What follows belongs to an exercise in optimizing a design on an open flow for small area and a short achievable clock period; a production flow would make more cautious choices. Where RTL was checked, it was by simulation tests only, not by an equivalence proof against the original. Power figures rest on the tool's default switching activity, not on a simulated workload.

## ALU
module ALU(
input clk,
input [15:0] a, b,
input [3*8:0] op,
output [31:0] out
    );
Size in the first run: roughly 90 I/O pins, about 9000 µm² of cells after synthesis.
Settings: LEC_CHECK=0, CAP_MARGIN=20, CORE_MARGIN=2, CORE_UTILIZATION=40, SLEW_MARGIN=20; clock period 28.0 ns.
standard.sh (not shown) runs the stock make flow with config.mk's settings and CLKGATE_MAP_FILE= SYNTH_SCRIPT=/design/flow/synth_recipe.tcl, a recipe that flattens the netlist after the stock synthesis.
==> flow/flow/run.sh <==
#!/bin/bash
# Layout flow: the standard ORFS flow, with
#  - the generated multiplier and adder modules mapped gate for gate onto cells (flow/map_cells.py)
#    before synthesis, so Yosys keeps their adder structure as written;
#  - small port buffers and a timing-repair slack target.
set -euo pipefail
MARGIN=$(cat flow/margin.txt 2>/dev/null || echo 0)
BUF=$(cat flow/portbuf.txt 2>/dev/null || echo sky130_fd_sc_hd__buf_2)
python3 flow/map_cells.py design.v design_mapped.v > map_cells.log 2>&1
bash standard.sh "VERILOG_FILES=$PWD/design_mapped.v" "BUFFER_PORTS_ARGS=-buffer_cell $BUF" "SETUP_SLACK_MARGIN=$MARGIN" finish > standard.log 2>&1
==> flow/flow/margin.txt <==
0
Other scripts of this flow, unchanged in this note and not shown: flow/flow/map_cells.py
The first run ran to the end with no violations.
Next try:
==> flow/flow/margin.txt (replaced) <==
13
Via count barely changes.
Maximum frequency climbs by 2.5%.
Combinational power hardly moves.
Power hardly moves.
Routed wire length is about the same.
Sequential power barely changes.
Global-route usage stays the same.
Die area stays the same.
Sequential cell count stays the same.
No functional check of the RTL was part of any run of this note.

ALU, a different RTL version from the one above (not shown whole).
Size: ~32 flip-flops, ~90 I/O pins, roughly 9200 um^2 of cells after synthesis.
clock: 28.0 ns
lec_check: 0
cap_margin: 20
core_margin: 2
core_utilization: 40
slew_margin: 20
==> flow/flow/run.sh <==
#!/bin/bash
# Layout flow: the standard ORFS flow, with
#  - the generated multiplier, adder and result-select modules mapped gate for gate onto
#    cells (flow/map_cells.py) before synthesis, so Yosys keeps their structure as written;
#  - small port buffers, a small clock tree without dummy loads, and an optional
#    timing-repair slack target.
set -euo pipefail
MARGIN=$(cat flow/margin.txt 2>/dev/null || echo 0)
BUF=$(cat flow/portbuf.txt 2>/dev/null || echo sky130_fd_sc_hd__buf_2)
CTS=$(cat flow/cts_args.txt 2>/dev/null || echo "-sink_clustering_enable -repair_clock_nets")
python3 flow/map_cells.py design.v design_mapped.v > map_cells.log 2>&1
bash standard.sh "VERILOG_FILES=$PWD/design_mapped.v" "BUFFER_PORTS_ARGS=-buffer_cell $BUF" \
  "SETUP_SLACK_MARGIN=$MARGIN" "CTS_ARGS=$CTS" finish > standard.log 2>&1
Other scripts of this flow, unchanged in this note and not shown: flow/flow/map_cells.py
The baseline produced a clean layout.
Edit:
==> flow/flow/cts_args.txt (new file) <==
-buf_list sky130_fd_sc_hd__clkbuf_4 -root_buf sky130_fd_sc_hd__clkbuf_8 -sink_clustering_enable -sink_clustering_size 8 -sink_clustering_max_diameter 60 -dont_use_dummy_load -repair_clock_nets
The changed run finished clean. Flip-flop and latch count stays the same. Worst setup slack barely changes. Cell area falls by 0.83%. Maximum frequency stays flat. Wire length stays flat. Combinational power stays flat. Sequential share of layout area stays flat. Die area is unchanged.
No run of this note included a check of the RTL's function; only the layout flow was run.

== job 526 ==
ALU, a different RTL version from the one above (not shown whole).
Size: about 1000 cells after synthesis, ~32 flip-flops, about 90 I/O pins, ~9300 µm² of cells after synthesis.
clock: 28.0 ns
lec_check: 0
cap_margin: 20
core_margin: 2
core_utilization: 40
slew_margin: 20
==> flow/flow/run.sh <==
#!/bin/bash
# Layout flow: the standard ORFS flow, with
#  - the generated multiplier and adder modules mapped gate for gate onto cells (flow/map_cells.py)
#    before synthesis, so Yosys keeps their adder structure as written;
#  - small port buffers and a timing-repair slack target.
set -euo pipefail
MARGIN=$(cat flow/margin.txt 2>/dev/null || echo 0)
BUF=$(cat flow/portbuf.txt 2>/dev/null || echo sky130_fd_sc_hd__buf_2)
python3 flow/map_cells.py design.v design_mapped.v > map_cells.log 2>&1
bash standard.sh "VERILOG_FILES=$PWD/design_mapped.v" "BUFFER_PORTS_ARGS=-buffer_cell $BUF" "SETUP_SLACK_MARGIN=$MARGIN" finish > standard.log 2>&1
Other scripts of this flow, unchanged in this note and not shown: flow/flow/map_cells.py
Per the final summary, job 526 finished and its layout is clean on timing, DRC and antenna.
Modified inputs, job 6292 compared to job 526
==> flow/flow/portbuf.txt (new file) <==
sky130_fd_sc_hd__buf_1
[summary]
- Reported for job 526 and job 6292, effective utilization at floorplan turned out identical to the last digit.
- NOTE: final critical-path required period in job 6292 exceeds that of job 526
- The fraction of the cycle the final worst path needs in job 6292 sits 0.98 points above the value recorded for job 526.
- Per the comparison of job 6292 with job 526, setup slack decreased by 270 ps relative to the old numbers, core utilization decreased by 0.55 points relative to the old numbers, via count increased by 0.98% relative to the old numbers.
- Final wirelength was higher in job 526 than in job 6292.
- Relative to job 526, the final cell area reported for job 6292 is lower.
- Taking job 526 as the reference point, the worst hold slack of job 6292 rises by 80 ps.
Edits applied to the flow inputs when going from job 6292 to job 676:
Settings: CORE_UTILIZATION: 40 -> 65.
removed: flow/flow/portbuf.txt
--- outcome ---
Job 676: done, clean on timing, DRC and antenna
Looking at job 676 and job 6292, the share of the final layout cell area in sequential cells is a wash.
From job 6292 to job 676 the numbers moved as follows: met3 usage in global routing rose 3.6 points, area growth from synthesis to final layout fell 0.27 points.
Highest-delay cell along the critical path = sky130_fd_sc_hd__buf_1: job 6292; highest-delay cell along the critical path = sky130_fd_sc_hd__a21oi_4: job 676
No functional check of the RTL was part of any run of this note.

try-raven:
ALU, a different RTL version from the one above (not shown whole).
Size: about 1500 cells after synthesis, ~32 flip-flops, roughly 0.011 sq mm of cells after synthesis.
==> flow/config.mk <==
export PLATFORM = sky130hd
export DESIGN_NAME = ALU
export DESIGN_NICKNAME = ALU
export VERILOG_FILES = /design/flow/design.v
export SDC_FILE = /design/flow/constraint.sdc
export NUM_CORES = 4
export LEC_CHECK = 0
export ABC_AREA = 1
export CAP_MARGIN = 20
export CORE_MARGIN = 2
export CORE_UTILIZATION = 40
export SLEW_MARGIN = 20
==> flow/constraint.sdc <==
create_clock -name core_clock -period 28.0 [get_ports {clk}]
set_input_delay 5.6000 -clock core_clock [delete_from_list [all_inputs] [get_ports {clk}]]
set_output_delay 5.6000 -clock core_clock [all_outputs]
set_load 0.01 [all_outputs]
run.sh (not shown) runs the stock make flow with config.mk's settings and CLKGATE_MAP_FILE= SYNTH_SCRIPT=/design/flow/synth_recipe.tcl, a recipe that flattens the netlist after the stock synthesis.
Stock flow here: none of the scripts above is used.
try-raven: done, clean on timing, DRC and antenna
Relative to try-raven, the following input files were edited for try-garnet:
==> flow/flow/run.sh (new file) <==
#!/bin/bash
# Standard ORFS layout with small port buffers and a timing-repair slack target.
set -euo pipefail
MARGIN=$(cat flow/margin.txt 2>/dev/null || echo 0)
BUF=$(cat flow/portbuf.txt 2>/dev/null || echo sky130_fd_sc_hd__buf_2)
bash standard.sh "BUFFER_PORTS_ARGS=-buffer_cell $BUF" "SETUP_SLACK_MARGIN=$MARGIN" finish > standard.log 2>&1
==> flow/flow/margin.txt (new file) <==
17
==> flow/standard.sh (new file) <==
#!/bin/bash
# synth_recipe.tcl (not shown) runs the flow's synth.tcl, then flattens the netlist and writes it again
# the make line also repeats each setting of config.mk as NAME=value (left out here)
make -C /OpenROAD-flow-scripts/flow DESIGN_CONFIG=/design/flow/config.mk WORK_HOME=/design/flow/orfs CLKGATE_MAP_FILE= SYNTH_SCRIPT=/design/flow/synth_recipe.tcl "${@:-finish}"
removed: flow/run.sh
[summary]
try-raven ended up with op[1] as its launch point of the critical path; try-garnet ended up with a[11]. Comparing try-garnet and try-raven, the lower half-perimeter wire length after detailed placement was measured on try-raven. Against try-raven, try-garnet comes in about 9% higher on wire length of the first global-routing pass. Taking try-raven as the reference, in try-garnet worst setup slack +1.67 ns; hold slack -0.33 ns. Diff try-garnet and try-raven: area used by multi-input combinational logic lower in try-raven. Number of gates given a new drive strength after cts: higher on try-garnet. Relative to try-raven, aggregate routed wire length has increased by 4800 um in try-garnet. Looking at the reports, try-garnet completed the entire flow and the layout it produced met the timing, DRC and antenna checks. Taking try-garnet as 1.0, try-raven lands at 0.947 on met1 wire length. Sequential share of layout area | try-garnet below try-raven.
The following lists how try-indigo was set up differently from try-garnet:
==> flow/flow/margin.txt <==
0
==> summary.txt <==
- try-indigo went all the way through the flow, and no timing, DRC or antenna check failed.
- clock as the group drawing the most power was reported by try-indigo, and combinational cells by try-garnet.
- try-indigo vs try-garnet — layout net count dropped 112.
- Going from try-garnet to try-indigo, logic depth of the worst setup path including buffers shrinks by 1.
- Sort try-garnet and try-indigo by multi-input logic area, descending, and try-garnet comes first.
- Re total negative slack: no difference whatsoever between try-indigo and try-garnet.
Input-level comparison between try-xenon and try-indigo:
==> flow/flow/margin.txt <==
14
==> summary.txt <==
The final design utilization on try-xenon is in line with that on try-indigo. Diff try-indigo -> try-xenon: cell area comparable; clock period minus final worst setup slack now smaller.

static timing again, ports no longer ideal:
The results above use ideal ports. As a check the final layouts listed here were re-extracted and re-timed, cells and wires unchanged. Step 1: set_driving_cell puts a clkbuf_16 on clk and a buf_2 on each other input, an assumption about the parent block. Step 2 also shifts input and output timing later by t, the mid clock arrival at the registers, as if the neighbouring blocks saw the same clock. Slacks: no drivers / after step 1 / after step 2; pairs: no drivers / after step 1.
| run | t, ns | setup WS [ns] | worst setup path after step 2 | worst register clock-pin slew, ns | pins driven straight from the clock port |
|---|---|---|---|---|---|
| the first run of note 1 | 0.327 | 13.002 / 12.979 / 12.979 | input to output | 0.06 / 0.06 | 1 |
| the second run of note 1 | 0.327 | 13.362 / 13.340 / 13.340 | input to output | 0.06 / 0.06 | 1 |
| the first run of note 2 | 0.323 | 13.746 / 13.714 / 13.714 | input to output | 0.06 / 0.06 | 1 |
| the second run of note 2 | 0.339 | 13.746 / 13.713 / 13.713 | input to output | 0.09 / 0.09 | 1 |
| job 526 | 0.344 | 13.486 / 13.451 / 13.451 | input to output | 0.07 / 0.07 | 1 |
| job 6292 | 0.348 | 13.212 / 13.183 / 13.183 | input to output | 0.07 / 0.07 | 1 |
| job 676 | 0.341 | 13.448 / 13.424 / 13.424 | input to output | 0.06 / 0.06 | 1 |
| try-raven | 0.349 | 13.158 / 13.135 / 13.135 | input to output | 0.08 / 0.08 | 1 |
| try-garnet | 0.339 | 14.826 / 14.632 / 14.632 | input to output | 0.06 / 0.06 | 1 |
| try-indigo | 0.348 | 13.805 / 13.783 / 13.783 | input to output | 0.07 / 0.07 | 1 |
| try-xenon | 0.345 | 14.274 / 14.254 / 14.254 | input to output | 0.07 / 0.07 | 1 |
After both steps every run listed still meets setup and hold. The setup slack of try-garnet, which loses most, moves by -0.194 ns with the drivers and by -0.194 ns with both steps.
